This is an optimization exercise on Yosys and OpenROAD, whose aim is small area, not a production implementation. In this exercise RTL edits were held to simulation tests only and were not proved equivalent to the original. Power figures rest on the tool's default switching activity, not on a simulated workload.

==> flow/design.v <==
module k580vi53
(
	input        reset,
	input        clk_sys,
	input  [1:0] addr,
	input  [7:0] din,
	output [7:0] dout,
	input        wr,
	input        rd,
	input  [2:0] clk_timer,
	input  [2:0] gate,
	output [2:0] out,
	output [2:0] sound_active
);
reg       old_wr, old_rd;
reg [1:0] old_addr, old_sel;
always @(posedge clk_sys) begin
	old_wr   <= wr & ~reset;
	old_rd   <= rd & ~reset;
	old_addr <= addr;
	old_sel  <= din[7:6];
end
wire old_wr_cw = old_wr && (old_addr == 3);
wire [2:0] cw_edge, wr_edge;
wire [2:0] asel;
wire [15:0] lat0, lat1, lat2;
wire  [1:0] rs0, rs1, rs2;
genvar i;
generate
	for(i = 0; i < 3; i = i + 1) begin : ch
		assign asel[i]    = (addr == i);
		assign cw_edge[i] = wr && (addr == 3) && (din[7:6] == i) && !(old_wr_cw && (old_sel == i));
		assign wr_edge[i] = wr && asel[i] && !(old_wr && (old_addr == i));
	end
endgenerate
wire rd_edge = rd && !(old_rd && (old_addr == addr));
timer t0(reset, clk_sys, clk_timer[0], din, lat0, rs0, cw_edge[0], wr_edge[0], rd_edge && asel[0], gate[0], out[0], sound_active[0]);
timer t1(reset, clk_sys, clk_timer[1], din, lat1, rs1, cw_edge[1], wr_edge[1], rd_edge && asel[1], gate[1], out[1], sound_active[1]);
timer t2(reset, clk_sys, clk_timer[2], din, lat2, rs2, cw_edge[2], wr_edge[2], rd_edge && asel[2], gate[2], out[2], sound_active[2]);
wire qv = old_rd && (old_addr != 3);
wire [1:0] rsq  = (old_addr == 0) ? rs0 : (old_addr == 1) ? rs1 : rs2;
wire [15:0] lq  = (old_addr == 0) ? lat0 : (old_addr == 1) ? lat1 : lat2;
assign dout = (!qv || rsq[1]) ? 8'hff : rsq[0] ? lq[15:8] : lq[7:0];
endmodule
module timer
(
	input        reset,
	input        clk_sys,
	input        clk_timer,
	input  [7:0] din,
	output [15:0] lat,
	output  [1:0] rsel,
	input        cw_edge,
	input        wr_edge,
	input        rd_edge,
	input        gate,
	output reg   out,
	output reg   sound_active
);
reg  [5:0] cw;
reg [15:0] counter;
reg [15:0] ld_count;
wire [15:0] ld_val = {ld_count[15:8] & {8{rw != 1}}, ld_count[7:0] & {8{rw != 2}}};
reg [15:0] l_counter;
reg  [7:0] ldiff;
reg        pause;
reg        stop1, stop2;
reg        msbw, msbr;
reg        latched;
wire [1:0] rw   = cw[5:4];
wire [2:0] mode = cw[3:1];
wire       bcd  = cw[0];
wire [7:0] chk;
assign chk[3:0] = (bcd && din[3:0] > 9) ? 4'd9 : din[3:0];
assign chk[7:4] = (bcd && din[7:4] > 9) ? 4'd9 : din[7:4];
wire ld_inc = wr_edge && ((rw[1] ^ rw[0]) || msbw);
assign lat  = l_counter;
assign rsel = {rw == 0, (rw == 2) || ((rw == 3) && !msbr)};
always @(posedge clk_sys) begin
	if(cw_edge) begin
		msbw <= 0;
		msbr <= 0;
		if(!din[5:4]) begin
			if(!latched) begin
				latched   <= 1;
				l_counter <= counter;
			end
		end else begin
			cw      <= {din[5:4], din[3] & ~din[2], din[2:0]};
			latched <= 0;
			stop1   <= 1;
			pause   <= 1;
		end
	end
	if(wr_edge) begin
		case(rw)
			1: begin
					ld_count[7:0] <= chk;
					stop1 <= 0;
					pause <= 0;
				end
			2: begin
					ld_count[15:8] <= chk;
					stop1 <= 0;
					pause <= 0;
				end
			default: begin
					if(msbw) ld_count[15:8] <= chk;
						else  ld_count[7:0]  <= chk;
					msbw  <= ~msbw;
					pause <= ~msbw;
					if(msbw) stop1 <= 0;
				end
		endcase
	end
	if(rd_edge) begin
		if(!latched) l_counter <= counter;
		if(latched && rw != 0 && (rw != 3 || msbr)) latched <= 0;
		msbr <= ~msbr;
	end
	if(reset) begin
		stop1   <= 1;
		cw      <= 0;
		msbw    <= 0;
		latched <= 0;
	end
end
wire        m3   = (mode[1:0] == 2'b11);
wire  [1:0] k    = (m3 && counter[0]) ? (out ? 2'd1 : 2'd3) : (m3 ? 2'd2 : 2'd1);
wire  [4:0] lo   = {1'b0, counter[3:0]} - {3'b0, k};
wire  [3:0] d0   = (bcd && lo[4]) ? lo[3:0] - 4'd6 : lo[3:0];
wire        b1   = lo[4];
wire        b2   = b1 && (counter[7:4] == 0);
wire        b3   = b2 && (counter[11:8] == 0);
wire  [3:0] d1   = !b1 ? counter[7:4]   : (counter[7:4]   == 0) ? (bcd ? 4'd9 : 4'd15) : counter[7:4]   - 1'd1;
wire  [3:0] d2   = !b2 ? counter[11:8]  : (counter[11:8]  == 0) ? (bcd ? 4'd9 : 4'd15) : counter[11:8]  - 1'd1;
wire  [3:0] d3   = !b3 ? counter[15:12] : (counter[15:12] == 0) ? (bcd ? 4'd9 : 4'd15) : counter[15:12] - 1'd1;
wire [15:0] dec  = {d3, d2, d1, d0};
wire hi_zero = (counter[15:2] == 0);
wire c_eq1 = hi_zero && (counter[1:0] == 1);
wire c_eq2 = hi_zero && (counter[1:0] == 2);
wire c_le1 = hi_zero && !counter[1];
wire c_le2 = hi_zero && (counter[1:0] != 3);
wire stop = stop1 | stop2;
reg old_gate;
reg start, count_en, m3state;
reg old_clk;
wire tedge = old_clk & ~clk_timer;
wire grise = !old_gate & gate;
always @(posedge clk_sys) begin
	old_clk <= clk_timer;
	if(tedge) begin
		stop2 <= stop1;
		old_gate <= gate;
		start <= stop2;
		sound_active <= (!mode || (mode[1:0] == 2'b11)) && !stop;
		casex(mode)
			3'b000: 	if(stop) begin out <=0; count_en <=0; end
						else begin
							if(start || ldiff != 0) begin
								counter <= ld_val;
								out <=0;
								count_en <=1;
							end else if(!pause && gate) begin
								counter <= dec;
								if(c_eq1) begin
									out <=1;
									count_en <=0;
								end
							end
						end
			3'b001: 	if(stop) begin out <=1; count_en <=0; end
						else begin
							if(grise) begin
								counter <= ld_val;
								out <=0;
								count_en <=1;
							end else begin
								counter <= dec;
								if(c_eq1 && count_en) begin
									out <=1;
									count_en <=0;
								end
							end
						end
			3'bX10: 	if(stop || !gate) out <=1;
						else begin
							if(start || grise || c_le1) begin
								counter <=ld_val;
								out <=1;
							end else begin
								counter <= dec;
								if(c_eq2) out <=0;
							end
						end
			3'bX11: 	if(stop || !gate) begin out <=1; m3state <=1; end
						else begin
							if(start || grise || c_le2) begin
								counter <=ld_val;
								out <= m3state;
								m3state <= ~m3state;
							end else begin
								counter <= dec;
							end
						end
			3'b100: 	if(stop) begin out <=1; count_en <=0; end
						else begin
							out <=1;
							if(start) begin
								counter  <=ld_val;
								count_en <=1;
							end else if(gate) begin
								counter <= dec;
								if(c_eq1 && count_en) begin
									out <=0;
									count_en <=0;
								end
							end
						end
			3'b101: 	if(stop) begin out <=1; count_en <=0; end
						else begin
							out <=1;
							if(grise) begin
								counter <=ld_val;
								count_en <=1;
							end else begin
								counter <= dec;
								if(c_eq1 && count_en) begin
									out <=0;
									count_en <=0;
								end
							end
						end
		endcase
	end
	ldiff <= (tedge ? 8'd0 : ldiff) + ld_inc;
	if(reset) begin
		old_clk <= 0;
		stop2 <= 1;
		sound_active <= 0;
		counter <= 0;
		out <= 0;
		count_en <= 0;
		m3state <= 0;
	end
end
endmodule
Settings: LEC_CHECK=0, CAP_MARGIN=20, CORE_MARGIN=2, CORE_UTILIZATION=65, SLEW_MARGIN=20; clock period 10.0 ns.
standard.sh (not shown) runs the stock make flow with config.mk's settings and CLKGATE_MAP_FILE= SYNTH_SCRIPT=/design/flow/synth_recipe.tcl, a recipe that flattens the netlist after the stock synthesis.
==> flow/flow/run.sh <==
#!/bin/bash
# Own layout flow: the standard synthesis, then the combinational logic
# between the (unchanged) registers is re-mapped by ABC for area, then the
# standard ORFS layout with a lighter clock tree and small port buffers.
set -euo pipefail
W=$PWD
F=$W/flow
R=$W/orfs/results/$FLOW_PLATFORM/k580vi53/base
O=$W/orfs/objects/$FLOW_PLATFORM/k580vi53/base
YOSYS=$(command -v yosys || echo /OpenROAD-flow-scripts/tools/install/yosys/bin/yosys)

# 1. standard synthesis (registers, their names and cell types come from here)
bash standard.sh synth > $W/log_synth_standard.log 2>&1
cp $R/1_2_yosys.v $W/netlist_standard.v

# 2. re-map the logic between the registers for area
export RESYN_LIB=$FLOW_HOME/platforms/$FLOW_PLATFORM/lib/sky130_fd_sc_hd__tt_025C_1v80.lib
export RESYN_DONT_USE="$(sed -n '/DONT_USE_CELLS/,/^$/p' $FLOW_HOME/platforms/$FLOW_PLATFORM/config.mk | grep -o 'sky130_fd_sc_hd__[a-z0-9_]*' | tr '\n' ' ')"
export RESYN_IN=$W/netlist_standard.v
export RESYN_CONSTR=$O/abc.constr
export RESYN_TOP=$FLOW_TOP
# deepsyn is a randomised search: run it with twelve seeds, four at a time,
# and keep the smallest result
SEEDS="1 2 3 4 5 6 7 8 9 10 11 12"
for s in $SEEDS; do
  sed "s/&deepsyn -T 60/\&deepsyn -T 60 -S $s/" $F/resyn.abc > $W/resyn_$s.abc
  RESYN_SCRIPT=$W/resyn_$s.abc RESYN_OUT=$W/netlist_resyn_$s.v $YOSYS -c $F/resyn.tcl > $W/log_resyn_$s.log 2>&1 &
  if (( s % 4 == 0 )); then wait; fi
done
wait
best=$(for s in $SEEDS; do
  a=$(grep "Chip area" $W/log_resyn_$s.log | awk '{print $NF}')
  if [[ -n "$a" && -s $W/netlist_resyn_$s.v ]]; then echo "$a $s"; fi
done | sort -g | head -1 | awk '{print $2}')
echo "resyn areas:" > $W/log_resyn_pick.log
grep -H "Chip area" $W/log_resyn_*.log >> $W/log_resyn_pick.log || true
echo "picked seed $best" >> $W/log_resyn_pick.log
cp $W/netlist_resyn_$best.v $R/1_2_yosys.v
rm -f $R/1_synth.odb $R/1_synth.sdc

# 3. layout
export CTS_ARGS="-sink_clustering_enable -repair_clock_nets -dont_use_dummy_load -buf_list sky130_fd_sc_hd__clkbuf_8 -sink_clustering_size 16 -sink_clustering_max_diameter 70"
export BUFFER_PORTS_ARGS="-buffer_cell sky130_fd_sc_hd__buf_1"
bash standard.sh finish > $W/log_layout.log 2>&1
Other scripts of this flow, unchanged in this note and not shown: flow/flow/resyn.abc, flow/flow/resyn.tcl
The first run completed with no timing, DRC or antenna violations.
Rerun with:
--- a/flow/flow/run.sh
+++ b/flow/flow/run.sh
@@ -22,4 +22,2 @@
-# deepsyn is a randomised search: run it with twelve seeds, four at a time,
-# and keep the smallest result
-SEEDS="1 2 3 4 5 6 7 8 9 10 11 12"
-for s in $SEEDS; do
+# deepsyn is a randomised search: run it with four seeds and keep the smallest
+for s in 1 2 3 4; do
@@ -28 +25,0 @@
-  if (( s % 4 == 0 )); then wait; fi
@@ -31 +28 @@
-best=$(for s in $SEEDS; do
+best=$(for s in 1 2 3 4; do
The new run completed without violations. Combinational power goes up by about 5%. Design area goes down by about 0.3%. Total power goes up by about 0.6%. Global-route usage goes up by 0.51 points. First-iteration DRC count goes up by 17%.

static timing again, ports no longer ideal:
In the flow no input, the clock included, has a driving cell. The finished layouts below were timed again as built, in two steps. Step 1, drivers: a clkbuf_16 drives clk_sys and a buf_2 each remaining input, both assumed. Step 2 also shifts input and output timing later by t, the mid clock arrival at the registers, as if the neighbouring blocks saw the same clock. a / b / c = ideal / step 1 / step 2; a / b = the first two.
| run | t, ns | slack for setup (ns) | worst hold slack (ns) | worst setup path after step 2 | slew at the worst register clock pin (ns) |
|---|---|---|---|---|---|
| the first run | 0.551 | 4.947 / 4.965 / 4.414 | 0.440 / 0.440 / 0.440 | input to register | 0.10 / 0.10 |
| the second run | 0.550 | 5.016 / 5.041 / 4.491 | 0.449 / 0.449 / 0.449 | input to register | 0.11 / 0.11 |
After both steps setup and hold are still met in every run listed. The setup slack of the first run, which loses most, moves by +0.018 ns with the drivers and by -0.533 ns with both steps.
